This is an optimization exercise on Yosys and OpenROAD, whose aim is small area, a short achievable clock period and few clock cycles, not a production implementation.
Where RTL was checked, it was by simulation tests only, not by an equivalence proof against the original.

## P
// DivDebug
module DivDebug(
  input         clock,
                reset,
                io_v,
  input  [31:0] io_a,
                io_b,
  input  [1:0]  io_op,
  output [31:0] io_res,
  output        io_res_valid
);
  localparam [2:0] S_IDLE = 3'd0, S_BIAS = 3'd1, S_ALIGN = 3'd2, S_DIV = 3'd3,
                   S_FIX = 3'd4, S_DONE = 3'd5;
  reg [2:0]  state;
  reg [32:0] R;       
  reg [32:0] Dx;      
  reg [31:0] Q;       
  reg [4:0]  cnt;
  reg        cin;     
  reg        valid;
  wire signd = ~io_op[0];
  wire in_sa = signd & io_a[31];
  wire in_sb = signd & io_b[31];
  wire in_bz = ~|io_b;
  wire in_fix = io_op[1] ? in_sa : (in_sa ^ in_sb);
  wire sa  = in_sa;                
  wire rq  = io_op[1];             
  wire fix = in_fix;               
  wire nq  = in_fix & ~io_op[1];   
  wire [32:0] Dld = {in_sb, io_b} ^ {33{in_sb ^ (state == S_IDLE)}};
  wire [33:0] T1 = {R, 1'b1} + {Dx, cin};
  wire [32:0] T = T1[33:1];
  wire        acc = T[32] ~^ sa;
  wire        grow = acc & (Dx[32] ~^ Dx[31]) & (~(Dx[32] ^ cin) | (Dx[30] ^ cin));
  wire [7:0]  nzR, nzD;
  wire [7:0]  zDup;     
  genvar n;
  generate
    for (n = 0; n < 8; n = n + 1) begin : nib
      assign nzR[n] = R[32]  ? ~&R[4*n+3:4*n]  : |R[4*n+3:4*n];
      assign nzD[n] = Dx[32] ? ~&Dx[4*n+3:4*n] : |Dx[4*n+3:4*n];
      assign zDup[n] = ~|nzD[7:n];
    end
  endgenerate
  wire        big = |(nzR[7:1] & zDup[6:0]);
  wire        last = (state == S_DIV) ? (cnt == 5'd1) : (cnt == 5'd0);
  ...
Size: about 1200 cells after synthesis.
clock: 6.0 ns
lec_check: 0
abc_area: 1
cap_margin: 5
core_margin: 2
core_utilization: 40
setup_slack_margin: 3.6
slew_margin: 5
tns_end_percent: 5
standard.sh (not shown) runs the stock make flow with config.mk's settings and CLKGATE_MAP_FILE= SYNTH_SCRIPT=/design/flow/synth_recipe.tcl, a recipe that flattens the netlist after the stock synthesis.
==> flow/flow/run.sh <==
#!/bin/bash
# The standard layout (the standard.sh, unchanged synthesis and steps), with
# plain sky130_fd_sc_hd__buf_1 cells as the port buffers instead of the default.
set -euo pipefail
export BUFFER_PORTS_ARGS="-buffer_cell sky130_fd_sc_hd__buf_1"
bash standard.sh > standard_sh.log 2>&1
Testbench counts of P, summed over its fixed seeds: cycles 35,308.
### P -> Q
- changing SLEW_MARGIN from 5 to 20
- changing TNS_END_PERCENT from 5 to 0
- changing CAP_MARGIN from 5 to 20
- changing SETUP_SLACK_MARGIN from 3.6 to 3.3
Notes after the runs:
Non-clock buffer count for Q is higher than for P.
Delta (Q minus P): overall routed net length increased 110 um, worst path setup slack after routing decreased by 7.4 ps relative to the old numbers.
Changes observed in Q relative to P: number of clock-tree buffers in the layout dropped 1; multiplexer share of the synthesized area level; first-pass GRT wire length lower.
Comparing Q with P, the ratio of final minimum period to clock period came out essentially unchanged.
Diff P -> Q | area added between synthesis and finish | increase of 2.3 points
diff inputs: Q => R
- putting CTS_BUF_LIST at sky130_fd_sc_hd__clkbuf_4 sky130_fd_sc_hd__clkbuf_8 where nothing was set
- clearing TNS_END_PERCENT, which used to be 0
Findings:
- Depth of the worst register-to-register path down 1 in R wrt Q
- For R, the endpoint of the worst setup timing path was R[19], unlike Q, where it was R[7].
- The timing startpoint of the critical path comes out R[21] in one run and R[9] in the other, namely in R and Q respectively.
- Q -> R: simple-gate share of the synthesized area delta 0, exact match
- In R, the critical path data arrival time came out 80 ps above the value in Q.
- Average via count per standard cell went up slightly going from Q to R.
The inputs of S differ from those of R as listed below.
- swapping 3.3 for 3.9 in SETUP_SLACK_MARGIN
- putting TNS_END_PERCENT at 5 where nothing was set
- clearing CTS_BUF_LIST, which used to be sky130_fd_sc_hd__clkbuf_4 sky130_fd_sc_hd__clkbuf_8
Results
S completed end to end with timing, DRC and antenna clean.
In S, number of standard cells in the final layout excluding fillers is lower than in R.
Going from R to S, final-layout clock-cell area share up 1.0 points, post-route worst hold slack higher, maximum fanout count along the critical path climbed 5.
Input-level comparison between T and S:
- changing SETUP_SLACK_MARGIN from 3.9 to 4.0
- changing ABC_AREA from 1 to 0
==> comparison <==
The synthesized-area fraction occupied by adder cells number comes out lower for S vs T.
Changes observed in T relative to S: post-place instance area now smaller.

---

## alpha
Another version of the RTL of DivDebug (not shown whole).
Size in the first run: roughly 110 flip-flops, roughly 100 I/O pins, roughly 8100 µm² of cells after synthesis.
export LEC_CHECK = 0
export ABC_AREA = 1
export CAP_MARGIN = 20
export CORE_MARGIN = 2
export CORE_UTILIZATION = 50
export SETUP_SLACK_MARGIN = 3.6
export SLEW_MARGIN = 20
export TNS_END_PERCENT = 5
create_clock -name core_clock -period 6.0 [get_ports {clock}]
Scripts as last shown in full above: flow/flow/run.sh
alpha: PASS, flow complete, no timing, DRC or antenna violations
Testbench counts of alpha, summed over its fixed seeds: cycles 35,497.
--- input diff alpha..beta ---
==> flow/run.sh (new file) <==
#!/bin/bash
# synth_recipe.tcl (not shown) runs the flow's synth.tcl, then flattens the netlist and writes it again
# the make line also repeats each setting of config.mk as NAME=value (left out here)
make -C /OpenROAD-flow-scripts/flow DESIGN_CONFIG=/design/flow/config.mk WORK_HOME=/design/flow/orfs CLKGATE_MAP_FILE= SYNTH_SCRIPT=/design/flow/synth_recipe.tcl finish
diff --git a/flow/config.mk b/flow/config.mk
--- a/flow/config.mk
+++ b/flow/config.mk
@@ -11 +11 @@
-export CORE_UTILIZATION = 50
+export CORE_UTILIZATION = 40
removed: flow/flow/run.sh
removed: flow/standard.sh
==> comparison <==
- beta reached the final stage; the timing, design-rule and antenna checks on its layout passed.
- The run with more routed wire is beta, not alpha.
- The first element of the critical path comes out R[14]$_DFFE_PP_ in one run and R[7]$_DFFE_PP_ in the other, namely in beta and alpha respectively.
- Sort beta and alpha by critical path depth, descending, and alpha comes first.
- Of the two candidates, alpha has the better time the worst path needs with I/O delays and setup and beta the worse one.
## Diff of input files: gamma against beta
==> flow/flow/run.sh (new file) <==
#!/bin/bash
# The standard layout (the standard.sh, unchanged synthesis and steps), with
# plain sky130_fd_sc_hd__buf_1 cells as the port buffers instead of the default.
set -euo pipefail
export BUFFER_PORTS_ARGS="-buffer_cell sky130_fd_sc_hd__buf_1"
bash standard.sh > standard_sh.log 2>&1
==> flow/standard.sh (new file) <==
#!/bin/bash
# synth_recipe.tcl (not shown) runs the flow's synth.tcl, then flattens the netlist and writes it again
# the make line also repeats each setting of config.mk as NAME=value (left out here)
make -C /OpenROAD-flow-scripts/flow DESIGN_CONFIG=/design/flow/config.mk WORK_HOME=/design/flow/orfs CLKGATE_MAP_FILE= SYNTH_SCRIPT=/design/flow/synth_recipe.tcl "${@:-finish}"
diff --git a/flow/config.mk b/flow/config.mk
--- a/flow/config.mk
+++ b/flow/config.mk
@@ -11 +11 @@
-export CORE_UTILIZATION = 40
+export CORE_UTILIZATION = 60
removed: flow/run.sh
Notes after the runs:
Looking only at worst reg2reg path depth, and setting everything else aside, the higher value of beta and gamma goes to beta.
Compared with beta, gamma degrades worst hold slack.
Of the two values seen for category of the most critical setup path, reg2out was produced by beta and reg2reg by gamma.
In the metrics for beta and gamma, the one carrying the lower maximum single-stage delay on the critical path is beta.
Post-layout minimum cycle time: gamma worse than beta
Re number of distinct standard cells referenced by the synthesized netlist: no difference whatsoever between gamma and beta.
Inputs modified between gamma and delta:
diff --git a/flow/config.mk b/flow/config.mk
--- a/flow/config.mk
+++ b/flow/config.mk
@@ -11 +11 @@
-export CORE_UTILIZATION = 60
+export CORE_UTILIZATION = 40
### Flow results
Diff gamma -> delta: critical path depth saw an increase. delta does better than gamma on final setup slack of the worst path. delta vs gamma: period utilization down. Sort delta and gamma by area of all placed cells without fillers desc -> top: gamma. Going from gamma to delta, height of the die moved up; maximum number of pins on one net before global-route repair decreased 10; multi-input gate share of total cell area went down by 0.47 points; non-clock buffer count lower. Horizontal die dimension (delta / gamma): 1.2.
Changes in epsilon relative to delta:
diff --git a/flow/config.mk b/flow/config.mk
--- a/flow/config.mk
+++ b/flow/config.mk
@@ -12 +12 @@
-export SETUP_SLACK_MARGIN = 3.6
+export SETUP_SLACK_MARGIN = 3.3
--- outcome ---
Changes observed in epsilon relative to delta: count of standard-cell rows saw little to no change, proportion of final cell area spent on non-clock buffers saw an increase.

---

Another version of the RTL of DivDebug (not shown whole).
Size in the first run: ~840 cells after synthesis, about 110 flip-flops, roughly 100 I/O pins, ~0.0079 mm² of cells after synthesis.
make LEC_CHECK=0 CAP_MARGIN=20 CORE_MARGIN=2 CORE_UTILIZATION=40 SLEW_MARGIN=20 finish   # period 6.0 ns
run.sh (not shown) runs the stock make flow with config.mk's settings and CLKGATE_MAP_FILE= SYNTH_SCRIPT=/design/flow/synth_recipe.tcl, a recipe that flattens the netlist after the stock synthesis.
Stock flow here: none of the scripts above is used.
Then changed:
--- a/flow/config.mk
+++ b/flow/config.mk
@@ -10,2 +10,3 @@
 export CORE_UTILIZATION = 40
+export SETUP_SLACK_MARGIN = 3.0
 export SLEW_MARGIN = 20
Result:
- synthesized cell count is unchanged
- cell count climbs by 4.0%
Function was not checked in any run of this note: the RTL went through the layout flow alone.

---

Setup of run 2:
Another version of the RTL of DivDebug (not shown whole).
Size in the first run: about 790 cells after synthesis, roughly 100 I/O pins.
Settings: LEC_CHECK=0, CAP_MARGIN=20, CORE_MARGIN=2, CORE_UTILIZATION=40, CTS_BUF_LIST=sky130_fd_sc_hd__clkbuf_4 sky130_fd_sc_hd__clkbuf_8, CTS_CLUSTER_SIZE=30, SETUP_SLACK_MARGIN=3.0, SLEW_MARGIN=20; clock period 6.0 ns.
Both conditions hold for run 2: the flow ran to the end and the final layout passed the timing, design-rule and antenna checks.
Changes in run 1 relative to run 2:
# run 2
export LEC_CHECK = 0
export CAP_MARGIN = 20
export CORE_MARGIN = 2
export CORE_UTILIZATION = 40
export CTS_BUF_LIST = sky130_fd_sc_hd__clkbuf_4 sky130_fd_sc_hd__clkbuf_8
export CTS_CLUSTER_SIZE = 30
export SETUP_SLACK_MARGIN = 3.0
export SLEW_MARGIN = 20
create_clock -name core_clock -period 6.0 [get_ports {clock}]
# run 1
export LEC_CHECK = 0
export CAP_MARGIN = 20
export CORE_MARGIN = 2
export CORE_UTILIZATION = 40
export SETUP_SLACK_MARGIN = 3.0
export SLEW_MARGIN = 20
create_clock -name core_clock -period 6.0 [get_ports {clock}]
Findings:
Run 1 vs run 2: arrival time at the worst endpoint down in run 1
Wire length of the first global-routing pass: higher on run 2
The hold slack of run 1 was inferior to that of run 2.
Function was not checked in any run of this note: the RTL went through the layout flow alone.

[afterwards: timing with drivers on the ports]
How much do the figures lean on ideal ports? The routed layouts below were timed once more, with nothing changed but the port constraints. Step 1: set_driving_cell puts a clkbuf_16 on clock and a buf_2 on each other input, an assumption about the parent block. Step 2 adds t to the input delays and takes it off the output delays; t is the mean of the earliest and latest rising clock arrival at the registers after step 1. Input paths then give back, and output paths get back, about the clock's delay inside the block. a / b / c = ideal / step 1 / step 2; a / b = the first two.
| run | t (ns) | setup slack, ns | worst setup path after step 2 | slew at the worst register clock pin (ns) | pins driven straight from the clock port |
|---|---|---|---|---|---|
| P | 0.403 | 3.142 / 3.142 / 2.808 | input to register | 0.08 / 0.08 | 1 |
| Q | 0.407 | 3.135 / 3.135 / 2.795 | input to register | 0.09 / 0.09 | 1 |
| R | 0.445 | 3.112 / 3.112 / 2.859 | input to register | 0.12 / 0.12 | 1 |
| S | 0.403 | 3.142 / 3.142 / 2.808 | input to register | 0.08 / 0.08 | 1 |
| T | 0.411 | 2.788 / 2.788 / 2.530 | input to register | 0.08 / 0.08 | 1 |
| alpha | 0.404 | 3.239 / 3.239 / 2.901 | input to register | 0.08 / 0.08 | 1 |
| beta | 0.407 | 3.170 / 3.128 / 2.844 | input to register | 0.08 / 0.08 | 1 |
| gamma | 0.414 | 3.099 / 3.099 / 2.776 | input to register | 0.10 / 0.10 | 1 |
| delta | 0.407 | 3.185 / 3.185 / 2.940 | input to register | 0.08 / 0.08 | 1 |
| epsilon | 0.411 | 3.103 / 3.103 / 2.807 | input to register | 0.08 / 0.08 | 1 |
| the first run of note 3 | 0.400 | 1.673 / 1.673 / 1.673 | register to register | 0.08 / 0.08 | 1 |
| the second run of note 3 | 0.410 | 2.188 / 2.188 / 2.188 | register to register | 0.08 / 0.08 | 1 |
| run 2 | 0.438 | 1.418 / 1.418 / 1.418 | register to register | 0.12 / 0.12 | 1 |
| run 1 | 0.403 | 1.501 / 1.501 / 1.501 | register to register | 0.08 / 0.08 | 1 |
After both steps every run listed still meets setup and hold. The setup slack of Q, which loses most, moves by 0.000 ns with the drivers and by -0.340 ns with both steps.
